Context: an optimization exercise on an open-source flow, tuned for small area. The choices shown serve that exercise and are no tape-out recipe. The RTL was checked by simulation tests, not by an equivalence proof against the original design. Power is estimated from default activity; no workload was simulated.

==> inputs of trial 83 <==
==> flow/design.v <==
/*verilator lint_off WIDTH*/
module FIFO
#(
	parameter data_width=32,
	parameter size=32,
	parameter device_id=1
)
(
	input [data_width-1:0] data_in,
	output [data_width-1:0] data_out,
	input clk,
	input next,
	input insert,
	input clear,
	output full,
	output empty
);
	reg [data_width-1:0] mem[size];
	reg [9:0] words_inside;
	assign data_out=mem[0];
	assign full=words_inside==size;
	assign empty=words_inside==0;
	always @(posedge clk) begin
		if (clear)
			words_inside<=0;
		else if (!(insert&&next)) begin
			if (insert && ~full)
				words_inside<=words_inside+1;
			else if (next && ~empty)
				words_inside<=words_inside-1;
		end
	end
	generate
		genvar pos;
		for (pos=0; pos<size; pos=pos+1) begin: registers
			always @(posedge clk) begin
				mem[pos]<=
					insert^next?
						insert && words_inside==pos?
							data_in
						:
							next?
								pos+1!=size?
									mem[pos+1]
								:
									0
							:
								mem[pos]
					:
						insert&&next?
							pos<words_inside-1?
								pos+1!=size?
									mem[pos+1]
								:
									0
							:
								data_in
						:
							mem[pos];
			end
		end
	endgenerate
endmodule
module BusReader
#(
	parameter bus_width=32,		 
	parameter bus_max_devices=16,
	parameter bus_buffer_size=32,
	parameter device_id=1		 
)
(
	input clk,
	input rst,				 
	input [bus_width-1:0] bus_data,
	input [bus_max_devices-1:0] bus_receiver,
	output [bus_max_devices-1:0] bus_buffer_full,
	input  [bus_max_devices-1:0] bus_voice,
	output [bus_width-1:0] client_data,
	output [bus_max_devices-1:0] client_source_addr,
	input client_next,			 
	output client_buffer_empty,		 
	output client_buffer_full		 
);
	wire data_on_bus=bus_receiver[device_id] && bus_voice;
	generate
		genvar id;
		for (id=0; id<bus_max_devices; id=id+1) begin: buffer_full_bits
			assign bus_buffer_full[id]=id==device_id ? client_buffer_full : 1'b0;
		end
	endgenerate
	wire clear=rst;
	FIFO
	#(
		.data_width(bus_width),
		.size(bus_buffer_size),
		.device_id(device_id)
	) buffer
	(	
		.data_in(bus_data),
		.data_out(client_data),
		.clk(clk),
		.next(client_next),
		.insert(data_on_bus),
		.clear(clear),
		.full(client_buffer_full),
		.empty(client_buffer_empty)
	);
	wire sender_addresses_buffer_full;
	wire sender_addresses_buffer_empty;
	FIFO
	#(
		.data_width(bus_max_devices), 
		.size(bus_buffer_size),
		.device_id(device_id<<1)
	) sender_addresses
	(
		.data_in(bus_voice),
		.data_out(client_source_addr),
		.clk(clk),
		.next(client_next),
		.insert(data_on_bus),
		.clear(clear),
		.full(sender_addresses_buffer_full),
		.empty(sender_addresses_buffer_empty)
	);
endmodule
==> flow/run.sh <==
#!/bin/bash
# synth_recipe.tcl (not shown) runs the flow's synth.tcl, then flattens the netlist and writes it again
# the make line also repeats each setting of config.mk as NAME=value (left out here)
make -C /OpenROAD-flow-scripts/flow DESIGN_CONFIG=/design/flow/config.mk WORK_HOME=/design/flow/orfs CLKGATE_MAP_FILE= SYNTH_SCRIPT=/design/flow/synth_recipe.tcl finish
==> flow/config.mk <==
export PLATFORM = sky130hd
export DESIGN_NAME = BusReader
export DESIGN_NICKNAME = BusReader
export VERILOG_FILES = /design/flow/design.v
export SDC_FILE = /design/flow/constraint.sdc
export NUM_CORES = 4
export LEC_CHECK = 0
export CAP_MARGIN = 20
export CORE_MARGIN = 2
export CORE_UTILIZATION = 40
export SLEW_MARGIN = 20
==> flow/constraint.sdc <==
create_clock -name core_clock -period 6.0 [get_ports {clk}]
set_input_delay 1.2000 -clock core_clock [delete_from_list [all_inputs] [get_ports {clk}]]
set_output_delay 1.2000 -clock core_clock [all_outputs]
set_load 0.01 [all_outputs]
==> trial 25 (differences from trial 83) <==
==> flow/design.v (replaced) <==
module RowLoad
#(
	parameter w=1
)
(
	input load,
	input keep,		 
	input [w-1:0] d,
	input [w-1:0] q,
	output [w-1:0] y
);
	assign y=({w{load}} & d) | ({w{keep}} & q);
endmodule
module Select3N
#(
	parameter w=1
)
(
	input s0, s1, s2,
	input [w-1:0] a0, a1, a2,
	output [w-1:0] y_n
);
	assign y_n=~(({w{s0}} & a0) | ({w{s1}} & a1) | ({w{s2}} & a2));
endmodule
module Select2N
#(
	parameter w=1
)
(
	input s0, s1,
	input [w-1:0] a0, a1,
	output [w-1:0] y_n
);
	assign y_n=~(({w{s0}} & a0) | ({w{s1}} & a1));
endmodule
module CombineN
#(
	parameter w=1,
	parameter n=11
)
(
	input [n*w-1:0] y_n,
	output reg [w-1:0] y
);
	integer i;
	always @(*) begin
		y={w{1'b1}};
		for (i=0; i<n; i=i+1)
			y=y & y_n[i*w+:w];
		y=~y;
	end
endmodule
module BusReader
#(
	parameter bus_width=32,		 
	parameter bus_max_devices=16,
	parameter bus_buffer_size=32,
	parameter device_id=1		 
)
(
	input clk,
	input rst,				 
	input [bus_width-1:0] bus_data,
	input [bus_max_devices-1:0] bus_receiver,
	output [bus_max_devices-1:0] bus_buffer_full,
	input  [bus_max_devices-1:0] bus_voice,
	output [bus_width-1:0] client_data,
	output [bus_max_devices-1:0] client_source_addr,
	input client_next,			 
	output client_buffer_empty,		 
	output client_buffer_full		 
);
	localparam dw=bus_width+bus_max_devices;
	localparam size=bus_buffer_size;
	localparam aw=5;			 
	wire data_on_bus=bus_receiver[device_id] && (bus_voice!=0);
	wire [dw-1:0] data_in={bus_voice, bus_data};
	generate
		genvar id;
		for (id=0; id<bus_max_devices; id=id+1) begin: buffer_full_bits
			assign bus_buffer_full[id]=id==device_id ? client_buffer_full : 1'b0;
		end
	endgenerate
	reg [aw:0] wp, rp;
	assign client_buffer_empty=wp==rp;
	assign client_buffer_full=(wp[aw-1:0]==rp[aw-1:0]) && (wp[aw]!=rp[aw]);
	wire pop=client_next && !client_buffer_empty;
	wire push=data_on_bus && (client_next ? !client_buffer_empty : !client_buffer_full);
	always @(posedge clk) begin
		if (rst) begin
			wp<=0;
			rp<=0;
		end else begin
			if (push)
				wp<=wp+1'b1;
			if (pop)
				rp<=rp+1'b1;
		end
	end
	wire [size-1:0] rsel;
	wire [size*dw-1:0] all_q;
	genvar r;
	generate
		for (r=0; r<size; r=r+1) begin: rows
			reg [dw-1:0] q;
			wire [dw-1:0] q_next;
			wire we=push && wp[aw-1:0]==r;
			genvar b;
			for (b=0; b<dw; b=b+1) begin: bits
				RowLoad load (.load(we), .keep(!we), .d(data_in[b]), .q(q[b]), .y(q_next[b]));
			end
			always @(posedge clk)
				q<=q_next;
			assign rsel[r]=rp[aw-1:0]==r;
			assign all_q[r*dw+:dw]=q;
		end
	endgenerate
	localparam groups=(size+2)/3;
	wire [groups*dw-1:0] grp_n;
	genvar g;
	generate
		for (g=0; g<groups; g=g+1) begin: rd
			if (3*g+2<size) begin: three
				genvar b;
				for (b=0; b<dw; b=b+1) begin: bits
					Select3N sel (
						.s0(rsel[3*g]), .s1(rsel[3*g+1]), .s2(rsel[3*g+2]),
						.a0(all_q[(3*g)*dw+b]), .a1(all_q[(3*g+1)*dw+b]), .a2(all_q[(3*g+2)*dw+b]),
						.y_n(grp_n[g*dw+b]));
				end
			end else begin: two
				genvar b;
				for (b=0; b<dw; b=b+1) begin: bits
					Select2N sel (
						.s0(rsel[3*g]), .s1(rsel[3*g+1]),
						.a0(all_q[(3*g)*dw+b]), .a1(all_q[(3*g+1)*dw+b]),
						.y_n(grp_n[g*dw+b]));
				end
			end
		end
	endgenerate
	CombineN #(.w(dw), .n(groups)) comb (.y_n(grp_n), .y({client_source_addr, client_data}));
endmodule
==> flow/flow/run.sh (new file) <==
#!/bin/bash
# Layout flow: the standard ORFS flow (standard.sh), unchanged except for
#  - the port buffers, which are the smallest buffer (buf_1) instead of a delay cell;
#  - the clock tree: small sink clusters under clkbuf_8 leaves, without dummy loads.
# Each step's full output goes to a log file here; ORFS's own logs are under orfs/logs.
set -euo pipefail
export BUFFER_PORTS_ARGS="-buffer_cell sky130_fd_sc_hd__buf_1"
export CTS_ARGS="-sink_clustering_enable -repair_clock_nets -dont_use_dummy_load -sink_clustering_size 16 -sink_clustering_max_diameter 50 -buf_list sky130_fd_sc_hd__clkbuf_8"
bash standard.sh synth > flow_synth.log 2>&1
bash standard.sh finish > flow_layout.log 2>&1
==> flow/standard.sh (new file) <==
#!/bin/bash
# synth_recipe.tcl (not shown) runs the flow's synth.tcl, then flattens the netlist and writes it again
# the make line also repeats each setting of config.mk as NAME=value (left out here)
make -C /OpenROAD-flow-scripts/flow DESIGN_CONFIG=/design/flow/config.mk WORK_HOME=/design/flow/orfs CLKGATE_MAP_FILE= SYNTH_SCRIPT=/design/flow/synth_recipe.tcl "${@:-finish}"
--- a/flow/config.mk
+++ b/flow/config.mk
@@ -6,6 +6,8 @@
 export NUM_CORES = 4
 export LEC_CHECK = 0
-export CAP_MARGIN = 20
+export CAP_MARGIN = 10
 export CORE_MARGIN = 2
-export CORE_UTILIZATION = 40
-export SLEW_MARGIN = 20
+export CORE_UTILIZATION = 65
+export SLEW_MARGIN = 10
+export SYNTH_HIERARCHICAL = 1
+export SYNTH_MINIMUM_KEEP_SIZE = 0
removed: flow/run.sh
==> build 81 (differences from trial 83) <==
==> flow/design.v (replaced) <==
module RowLoad
#(
	parameter w=1
)
(
	input load,
	input keep,		 
	input [w-1:0] d,
	input [w-1:0] q,
	output [w-1:0] y
);
	assign y=({w{load}} & d) | ({w{keep}} & q);
endmodule
module Select3N
#(
	parameter w=1
)
(
	input s0, s1, s2,
	input [w-1:0] a0, a1, a2,
	output [w-1:0] y_n
);
	assign y_n=~(({w{s0}} & a0) | ({w{s1}} & a1) | ({w{s2}} & a2));
endmodule
module Select2N
#(
	parameter w=1
)
(
	input s0, s1,
	input [w-1:0] a0, a1,
	output [w-1:0] y_n
);
	assign y_n=~(({w{s0}} & a0) | ({w{s1}} & a1));
endmodule
module CombineN
#(
	parameter w=1,
	parameter n=11
)
(
	input [n*w-1:0] y_n,
	output reg [w-1:0] y
);
	integer i;
	always @(*) begin
		y={w{1'b1}};
		for (i=0; i<n; i=i+1)
			y=y & y_n[i*w+:w];
		y=~y;
	end
endmodule
module BusReader
#(
	parameter bus_width=32,		 
	parameter bus_max_devices=16,
	parameter bus_buffer_size=32,
	parameter device_id=1		 
)
(
	input clk,
	input rst,				 
	input [bus_width-1:0] bus_data,
	input [bus_max_devices-1:0] bus_receiver,
	output [bus_max_devices-1:0] bus_buffer_full,
	input  [bus_max_devices-1:0] bus_voice,
	output [bus_width-1:0] client_data,
	output [bus_max_devices-1:0] client_source_addr,
	input client_next,			 
	output client_buffer_empty,		 
	output client_buffer_full		 
);
	localparam dw=bus_width+bus_max_devices;
	localparam size=bus_buffer_size;
	localparam aw=5;			 
	wire data_on_bus=bus_receiver[device_id] && (bus_voice!=0);
	wire [dw-1:0] data_in={bus_voice, bus_data};
	generate
		genvar id;
		for (id=0; id<bus_max_devices; id=id+1) begin: buffer_full_bits
			assign bus_buffer_full[id]=id==device_id ? client_buffer_full : 1'b0;
		end
	endgenerate
	reg [aw:0] wp, rp;
	assign client_buffer_empty=wp==rp;
	assign client_buffer_full=(wp[aw-1:0]==rp[aw-1:0]) && (wp[aw]!=rp[aw]);
	wire pop=client_next && !client_buffer_empty;
	wire push=data_on_bus && (client_next ? !client_buffer_empty : !client_buffer_full);
	always @(posedge clk) begin
		if (rst) begin
			wp<=0;
			rp<=0;
		end else begin
			if (push)
				wp<=wp+1'b1;
			if (pop)
				rp<=rp+1'b1;
		end
	end
	wire [size-1:0] rsel;
	wire [size*dw-1:0] all_q;
	genvar r;
	generate
		for (r=0; r<size; r=r+1) begin: rows
			reg [dw-1:0] q;
			wire [dw-1:0] q_next;
			wire we=push && wp[aw-1:0]==r;
			genvar b;
			for (b=0; b<dw; b=b+1) begin: bits
				RowLoad load (.load(we), .keep(!we), .d(data_in[b]), .q(q[b]), .y(q_next[b]));
			end
			always @(posedge clk)
				q<=q_next;
			assign rsel[r]=rp[aw-1:0]==r;
			assign all_q[r*dw+:dw]=q;
		end
	endgenerate
	localparam groups=(size+2)/3;
	wire [groups*dw-1:0] grp_n;
	genvar g;
	generate
		for (g=0; g<groups; g=g+1) begin: rd
			if (3*g+2<size) begin: three
				genvar b;
				for (b=0; b<dw; b=b+1) begin: bits
					Select3N sel (
						.s0(rsel[3*g]), .s1(rsel[3*g+1]), .s2(rsel[3*g+2]),
						.a0(all_q[(3*g)*dw+b]), .a1(all_q[(3*g+1)*dw+b]), .a2(all_q[(3*g+2)*dw+b]),
						.y_n(grp_n[g*dw+b]));
				end
			end else begin: two
				genvar b;
				for (b=0; b<dw; b=b+1) begin: bits
					Select2N sel (
						.s0(rsel[3*g]), .s1(rsel[3*g+1]),
						.a0(all_q[(3*g)*dw+b]), .a1(all_q[(3*g+1)*dw+b]),
						.y_n(grp_n[g*dw+b]));
				end
			end
		end
	endgenerate
	CombineN #(.w(dw), .n(groups)) comb (.y_n(grp_n), .y({client_source_addr, client_data}));
endmodule
--- a/flow/config.mk
+++ b/flow/config.mk
@@ -10,2 +10,4 @@
 export CORE_UTILIZATION = 40
 export SLEW_MARGIN = 20
+export SYNTH_HIERARCHICAL = 1
+export SYNTH_MINIMUM_KEEP_SIZE = 0
==> comparison table <==
metric                                                                   build 81                trial 83       trial 25
Outcome                                          no timing/DRC/antenna violations  no timing/DRC/antenna violations  no timing/DRC/antenna violations
Total power per unit cell area                                        410 nW/um^2             494 nW/um^2    360 nW/um^2
Worst setup margin                                                         242 ps                  825 ps         526 ps
Sw Ratio                                                                    26.1%                   27.1%          28.0%
Net total in the final layout                                                4554                    4226           4486
Count of sequential standard cells                                           1548                    1556           1548
Non-clock buffer count                                                        296                     271            249
Post-Place Cell Area                                                   58200 um^2              73500 um^2     55900 um^2
Count of inserted antenna diode cells                                           1                       2              7
First element of the critical path                                          rp[3]  buffer.words_inside[1]          rp[2]
Post-Synth Adder-Cell Area                                                 0.287%                  0.270%         0.287%
Source-to-sink clock delay at the later pin of the worst-skew pair         790 ps                  820 ps         860 ps
Total length of routed wires                                            218000 um               136000 um      202000 um
Die Ht                                                                     366 um                  421 um         288 um
Maximum fanout count along the critical path                                   26                      12             28
Number of logic stages on the critical path including buffering                 7                       5              8
Worst-margin pin slew                                                     1140 ps                 1050 ps        1370 ps
Average wire per standard cell                                            34.3 um                 20.7 um        36.8 um
Depth of the most critical reg-to-reg path                                      7                      10              8
Post-synth EDFFs                                                                0                    1536              0
Critical path data arrival time                                           4560 ps                 3970 ps        4270 ps
Endpoint with the worst hold slack                                  rows[13].q[5]      buffer.mem[13][26]  rows[7].q[10]
Area of combinational cells with multiple inputs                       21800 um^2              21600 um^2     21800 um^2
Uppermost metal layer occupied by signal nets                                met5                    met4           met5
Peak supply drop                                                       0.000298 V              0.000272 V     0.000292 V
Startpoint of the worst hold path                                   rows[13].q[5]      buffer.mem[14][26]  rows[7].q[10]

[separate check: timing with driven ports]
No port has a modelled driver above. Below, the same layouts with a new extraction and two added sets of constraints. Step 1, drivers: a clkbuf_16 drives clk and a buf_2 each remaining input, both assumed. Step 2 times the ports against the registers' clock, not the clock port: input delays grow and output delays shrink by t, the midpoint of the rising clock arrivals with the driver on. Three values: ideal ports, drivers, drivers and shift; two values: the first two.
run	t, ns	setup WS [ns]	hold WS [ns]	slew at the worst register clock pin (ns)
trial 83	0.867	0.825 / 0.747 / 0.162	0.498 / 0.498 / 0.498	0.07 / 0.07
trial 25	0.891	0.526 / 0.454 / 0.660	0.472 / 0.472 / 0.472	0.10 / 0.10
build 81	0.863	0.242 / 0.160 / 0.972	0.469 / 0.469 / 0.469	0.07 / 0.07
After both steps setup and hold are still met in every run listed. For trial 83, which loses most, drivers alone change the setup slack by -0.078 ns; drivers and shift together by -0.663 ns.
